Context: an optimization exercise on an open-source flow, tuned for small area, a short achievable clock period and few clock cycles per item. The choices shown serve that exercise and are no tape-out recipe. RTL that was checked went through simulation tests only; none was proved equivalent to the original.

Setup of build 24:
Design cordi_arch, start of the top module:
module cordi_arch
(
	input [15:0] theta,
	input bgn,
	input clk,
	input rst_b,
	output [15:0] cos,
	output fin
);
Size: ~69 flip-flops, roughly 36 I/O pins, about 6000 µm² of cells after synthesis.
export LEC_CHECK = 0
export ABC_CLOCK_PERIOD_IN_PS = 2500
export CAP_MARGIN = 20
export CORE_MARGIN = 2
export CORE_UTILIZATION = 40
export SLEW_MARGIN = 20
create_clock -name core_clock -period 10.0 [get_ports {clk}]
run.sh (not shown) runs the stock make flow with config.mk's settings and CLKGATE_MAP_FILE= SYNTH_SCRIPT=/design/flow/synth_recipe.tcl, a recipe that flattens the netlist after the stock synthesis.
Setup changes, build 24 to build 63
- an added ABC_AREA of 1
- a deleted ABC_CLOCK_PERIOD_IN_PS that had been 2500
--- outcome ---
On global-route usage: between build 63 and build 24, it ends up lower for build 24. Sequential area share after synthesis (higher): build 24. Core utilization in build 63 is 0.89 points lower than in build 24. Build 24 → build 63: total met3 wirelength after detailed routing shows a reduction of about 26%, full die area grew by 1.8%. Diff build 24 -> build 63: cell area after technology mapping rose 1.9%, clock transition at the registers of the reported paths neither gained nor lost much. Build 63 vs build 24, ratio of cells with drive above 1 in the final layout went up by 1.5 points.
Input-level comparison between build 77 and build 63:
- ABC_AREA: 1 -> unset
==> flow/flow/run.sh (new file) <==
#!/bin/bash
# Standard ORFS layout, with repair_timing aiming for a larger setup margin.
set -euo pipefail
bash standard.sh SETUP_SLACK_MARGIN=7.5 finish > standard_flow.log 2>&1
==> flow/standard.sh (new file) <==
#!/bin/bash
# synth_recipe.tcl (not shown) runs the flow's synth.tcl, then flattens the netlist and writes it again
# the make line also repeats each setting of config.mk as NAME=value (left out here)
make -C /OpenROAD-flow-scripts/flow DESIGN_CONFIG=/design/flow/config.mk WORK_HOME=/design/flow/orfs CLKGATE_MAP_FILE= SYNTH_SCRIPT=/design/flow/synth_recipe.tcl "${@:-finish}"
removed: flow/run.sh
--- outcome ---
Going from build 63 to build 77, stage delay of the slowest cell on the critical path shrank by 410 ps; time the final worst path needs with I/O delays and setup shrank by 580 ps; share of the synthesized area in compound gates (AO/OA/AOI/OAI) grew by 2.7 points; placed instance area grew by about 0.9%; slew at the pin closest to its max-slew limit shrank by 320 ps.
Starting density of the core: build 77 > build 63
Build 77 gives less routed metal-1 wire length than build 63 did.
In build 77 the via count turned out 72 higher than in build 63.
Share of the clock period used by the worst path for build 77 is lower than for build 63.
Build 77 gives more utilization than build 63 did.
Worst setup path endpoint: y[15] -> build 77, x[12] -> build 63
No functional check of the RTL was part of any run of this note.

---

Setup of old:
Another version of the RTL of cordi_arch (not shown whole).
For scale: ~970 cells after synthesis, about 73 flip-flops, roughly 36 I/O pins.
clock: 10.0 ns
lec_check: 0
abc_area: 1
cap_margin: 20
core_margin: 2
core_utilization: 40
gpl_timing_driven: 0
slew_margin: 20
standard.sh (not shown) runs the stock make flow with config.mk's settings and CLKGATE_MAP_FILE= SYNTH_SCRIPT=/design/flow/synth_recipe.tcl, a recipe that flattens the netlist after the stock synthesis.
==> flow/flow/run.sh <==
#!/bin/bash
# Standard ORFS layout; repair_timing aims for a larger setup margin.
set -euo pipefail
bash standard.sh SETUP_SLACK_MARGIN=6.8 finish > standard_flow.log 2>&1
old has completed all stages; timing, DRC and antenna checks passed.
Modified inputs, new compared to old
==> flow/run.sh (new file) <==
#!/bin/bash
# synth_recipe.tcl (not shown) runs the flow's synth.tcl, then flattens the netlist and writes it again
# the make line also repeats each setting of config.mk as NAME=value (left out here)
make -C /OpenROAD-flow-scripts/flow DESIGN_CONFIG=/design/flow/config.mk WORK_HOME=/design/flow/orfs CLKGATE_MAP_FILE= SYNTH_SCRIPT=/design/flow/synth_recipe.tcl finish
removed: flow/flow/run.sh
removed: flow/standard.sh
==> comparison <==
The core of new is less densely filled than that of old. Summary: with old as the reference, multi-input combinational cell area in new moved down by a little under 10%. Non-clock buffer count of new falls short of that of old by more than 10%. Against old, the final cell area of new is lower. The run showing the greater worst slew margin relative to its limit is old.
No run of this note included a check of the RTL's function; only the layout flow was run.

---

Setup of v2:
cordi_arch, a different RTL version from the one above (not shown whole).
Size in the first run: roughly 1000 cells after synthesis, about 67 flip-flops, ~36 I/O pins.
## cordi_arch
module cordi_arch
(
	input [15:0] theta,
	input bgn,
	input clk,
	input rst_b,
	output [15:0] cos,
	output fin
);
reg [15:0] x, y, z;
reg busy, first, last, fin_r;
reg e1, e2, n0;
reg xsub, xsub_n, yneg, yneg_n;
reg [3:0] hsx, lsx;
wire [3:0] ln = (~busy | first) ? 4'b0001 : {lsx[2:0], lsx[3]};
wire [3:0] hn = (~busy | first) ? 4'b0001 : lsx[3] ? {hsx[2:0], hsx[3]} : hsx;
wire neg = z[15];
function [15:0] atan_tab;
	input [3:0] h, l;
	integer k;
	reg [15:0] a;
	begin
		atan_tab = 16'h0000;
		for (k = 3; k < 16; k = k + 1) begin
			a = (k == 3) ? 16'h07f5 : (k == 4) ? 16'h03ff : (16'h4000 >> k);
			if (h[(k - 3) / 4] & l[(k - 3) % 4]) atan_tab = atan_tab | a;
		end
	end
endfunction
wire [15:0] atan = first ? (e1 ? (e2 ? 16'h04ea : 16'h2446) : (e2 ? 16'h4042 : 16'h5f9e)) :
                   atan_tab(hsx, lsx);
function [15:0] ash;
	input [15:0] v;
	input [3:0] h, l;
	reg [15:0] m;
	integer j;
	begin
		for (j = 0; j < 16; j = j + 1)
			m[j] = (h[0] & v[j+3 > 15 ? 15 : j+3]) | (h[1] & v[j+7 > 15 ? 15 : j+7]) |
			       (h[2] & v[j+11 > 15 ? 15 : j+11]) | (h[3] & v[15]);
		for (j = 0; j < 16; j = j + 1)
			ash[j] = (l[0] & m[j]) | (l[1] & m[j+1 > 15 ? 15 : j+1]) |
			         (l[2] & m[j+2 > 15 ? 15 : j+2]) | (l[3] & m[j+3 > 15 ? 15 : j+3]);
	end
endfunction
wire [15:0] ysc = ash(y ^ {{8{~xsub_n}}, {8{xsub}}}, hsx, lsx);
wire [15:0] xsc = ash(x ^ {{8{~yneg_n}}, {8{yneg}}}, hsx, lsx);
wire ysgn = y[15] ^ ~xsub_n;
wire xsgn = x[15] ^ ~yneg_n;
wire [16:0] x_sum = {x, 1'b1} + {{4{ysgn}}, ysc[11:0], xsub};
wire [16:0] y_sum = {y, 1'b1} + {{4{xsgn}}, xsc[11:0], yneg};
wire [16:0] z_sum = {z, 1'b1} + {atan ^ {16{~neg}}, ~neg};
wire [15:0] x_add = x_sum[16:1];
wire [15:0] y_add = y_sum[16:1];
wire [15:0] z_add = z_sum[16:1];
wire [15:0] z_nxt = busy ? z_add : theta;
wire busy_nxt = busy ? ~last : bgn;
reg [15:0] x3, y3;
always @(*)
	case ({n0, e1 ^ n0, e2 ^ n0})
	3'b000: begin x3 = 16'd1245;  y3 = 16'd16166;   end
	3'b001: begin x3 = 16'd8705;  y3 = 16'd13680;   end
	3'b010: begin x3 = 16'd13680; y3 = 16'd8705;    end
	3'b011: begin x3 = 16'd16166; y3 = 16'd1245;    end
  ...
clock: 10.0 ns
lec_check: 0
abc_area: 1
cap_margin: 20
core_margin: 2
core_utilization: 50
cts_buf_list: sky130_fd_sc_hd__clkbuf_8
cts_cluster_size: 30
gpl_timing_driven: 0
slew_margin: 20
tns_end_percent: 0
==> flow/flow/run.sh <==
#!/bin/bash
# Standard ORFS layout, with buf_2 port buffers and repair_timing aiming for a
# larger setup margin (on the worst path only: TNS_END_PERCENT 0 in config.mk).
set -euo pipefail
bash standard.sh "BUFFER_PORTS_ARGS=-buffer_cell sky130_fd_sc_hd__buf_2" SETUP_SLACK_MARGIN=6.9 finish > standard_flow.log 2>&1
v2 was carried through to the last stage, and its layout satisfied the timing, DRC and antenna checks.
Testbench counts of v2, summed over its fixed seeds: cycles 32,768, items 2,048.
[inputs] v32 vs v2
Settings: CORE_UTILIZATION now 40, was 50.
Results
- v2 reports its capturing instance or port of the critical path as cos[7] while v32 reports cos[8].
- | routed wire length | v32 vs v2 | 120 um higher |
- Between v32 and v2, the cell area after layout is higher for v32.
- ~same post-route worst setup slack in v32 and v2
- Diff v32..v2 | synthesized area | unchanged
- Status: final critical delay including setup and external delays parity (v2, v32)
- v2 → v32: placed cell area went up 49 um^2; final clock period utilization by the worst path held; met3 layer wire length in the routed design went down 10%; die area went up about 24%.
- The final reports for v32 and v2 show final RePlAce weighted congestion higher in the former.

---

cordi_arch with an RTL version that a note above also has.
Size: roughly 700 cells after synthesis, roughly 69 flip-flops, ~36 I/O pins, about 6000 um2 of cells after synthesis.
Design cordi_arch, start of the top module:
module cordi_arch
(
	input [15:0] theta,
	input bgn,
	input clk,
	input rst_b,
	output [15:0] cos,
	output fin
);
reg [15:0] x, y, z;
reg [3:0] i;
reg busy, first, fin_r;
reg [15:0] atan;
always @(*) begin
	case (i)
	4'd0: atan = 16'h3244;
	4'd1: atan = 16'h1dac;
	4'd2: atan = 16'h0fae;
	4'd3: atan = 16'h07f5;
	4'd4: atan = 16'h03ff;
	4'd5: atan = 16'h0200;
	4'd6: atan = 16'h0100;
	4'd7: atan = 16'h0080;
	4'd8: atan = 16'h0040;
	4'd9: atan = 16'h0020;
	4'd10: atan = 16'h0010;
	4'd11: atan = 16'h0008;
	4'd12: atan = 16'h0004;
	4'd13: atan = 16'h0002;
	4'd14: atan = 16'h0001;
	default: atan = 16'h0000;
	endcase
end
wire neg = z[15];
wire [15:0] xs = $signed(x) >>> i;
wire [15:0] ys = $signed(y) >>> i;
wire [15:0] x_add = x + (ys ^ {16{~neg}}) + {15'd0, ~neg};
wire [15:0] y_add = y + (xs ^ {16{neg}}) + {15'd0, neg};
wire [15:0] z_add = z + (atan ^ {16{~neg}}) + {15'd0, ~neg};
always @(posedge clk) begin
	if (busy) x <= first ? 16'h26dd : x_add;
	y <= first ? (neg ? 16'hd923 : 16'h26dd) : y_add;
	z <= busy ? z_add : theta;
	i <= busy ? i + 4'd1 : 4'd0;
	first <= bgn & ~busy;
end
always @(posedge clk or negedge rst_b) begin
	if (!rst_b) begin
		busy <= 1'b0;
		fin_r <= 1'b0;
	end else begin
		busy <= busy ? (i != 4'd15) : bgn;
		fin_r <= busy & (i == 4'd15);
	end
end
assign cos = x;
assign fin = fin_r;
endmodule
make LEC_CHECK=0 CAP_MARGIN=20 CORE_MARGIN=2 CORE_UTILIZATION=40 SLEW_MARGIN=20 finish   # period 10.0 ns
run.sh (not shown) runs the stock make flow with config.mk's settings and CLKGATE_MAP_FILE= SYNTH_SCRIPT=/design/flow/synth_recipe.tcl, a recipe that flattens the netlist after the stock synthesis.
Stock flow here: none of the scripts above is used.
Next try:
ABC_AREA = 1   (was unset)
GPL_TIMING_DRIVEN = 0   (was unset)
Maximum frequency rose by 20%.
Wire length rose by 16%.
Worst setup slack gets better by 750 ps.
Register-to-register slack gets better by 750 ps.
Cell area rose by 3.5%.
Function was not checked in any run of this note: the RTL went through the layout flow alone.

[port drivers added, routing unchanged]
The flow's constraints put no driver on any port. The routed layouts listed below were extracted and timed again, unchanged, in two steps. Step 1 sets driving cells, clkbuf_16 on the clock port and buf_2 on the other inputs (assumed; they add their load-dependent delay and slew). Step 2 moves the port delays by t, midway between the first and last clock arrival at a register: inputs arrive t later, outputs are due t later. That takes back most of the time a late clock gives input paths. a / b / c = no drivers / after step 1 / after step 2; a / b = the first two.
| run | t (ns) | setup slack, ns | hold slack, ns | worst setup path at the end | clock arrival spread, ns |
|---|---|---|---|---|---|
| build 24 | 0.384 | 5.428 / 5.428 / 5.428 | 0.503 / 0.503 / 0.503 | register to register | 0.008 / 0.008 |
| build 63 | 0.382 | 5.808 / 5.808 / 5.808 | 0.507 / 0.507 / 0.507 | register to register | 0.009 / 0.008 |
| build 77 | 0.389 | 6.390 / 6.390 / 6.390 | 0.491 / 0.491 / 0.491 | register to register | 0.007 / 0.007 |
| old | 0.385 | 6.820 / 6.820 / 6.820 | 0.464 / 0.464 / 0.464 | register to register | 0.009 / 0.010 |
| new | 0.384 | 6.546 / 6.541 / 6.546 | 0.458 / 0.458 / 0.458 | register to register | 0.011 / 0.011 |
| v2 | 0.421 | 7.004 / 6.967 / 6.817 | 0.535 / 0.535 / 0.535 | input to register | 0.017 / 0.017 |
| v32 | 0.412 | 7.006 / 6.967 / 6.865 | 0.483 / 0.483 / 0.483 | input to register | 0.013 / 0.013 |
| the first run of note 4 | 0.384 | 5.428 / 5.428 / 5.428 | 0.503 / 0.503 / 0.503 | register to register | 0.008 / 0.008 |
| the second run of note 4 | 0.389 | 6.177 / 6.177 / 6.177 | 0.501 / 0.501 / 0.501 | register to register | 0.015 / 0.015 |
After both steps setup and hold are still met in every run listed. The setup slack of v2, which loses most, moves by -0.037 ns with the drivers and by -0.187 ns with both steps.
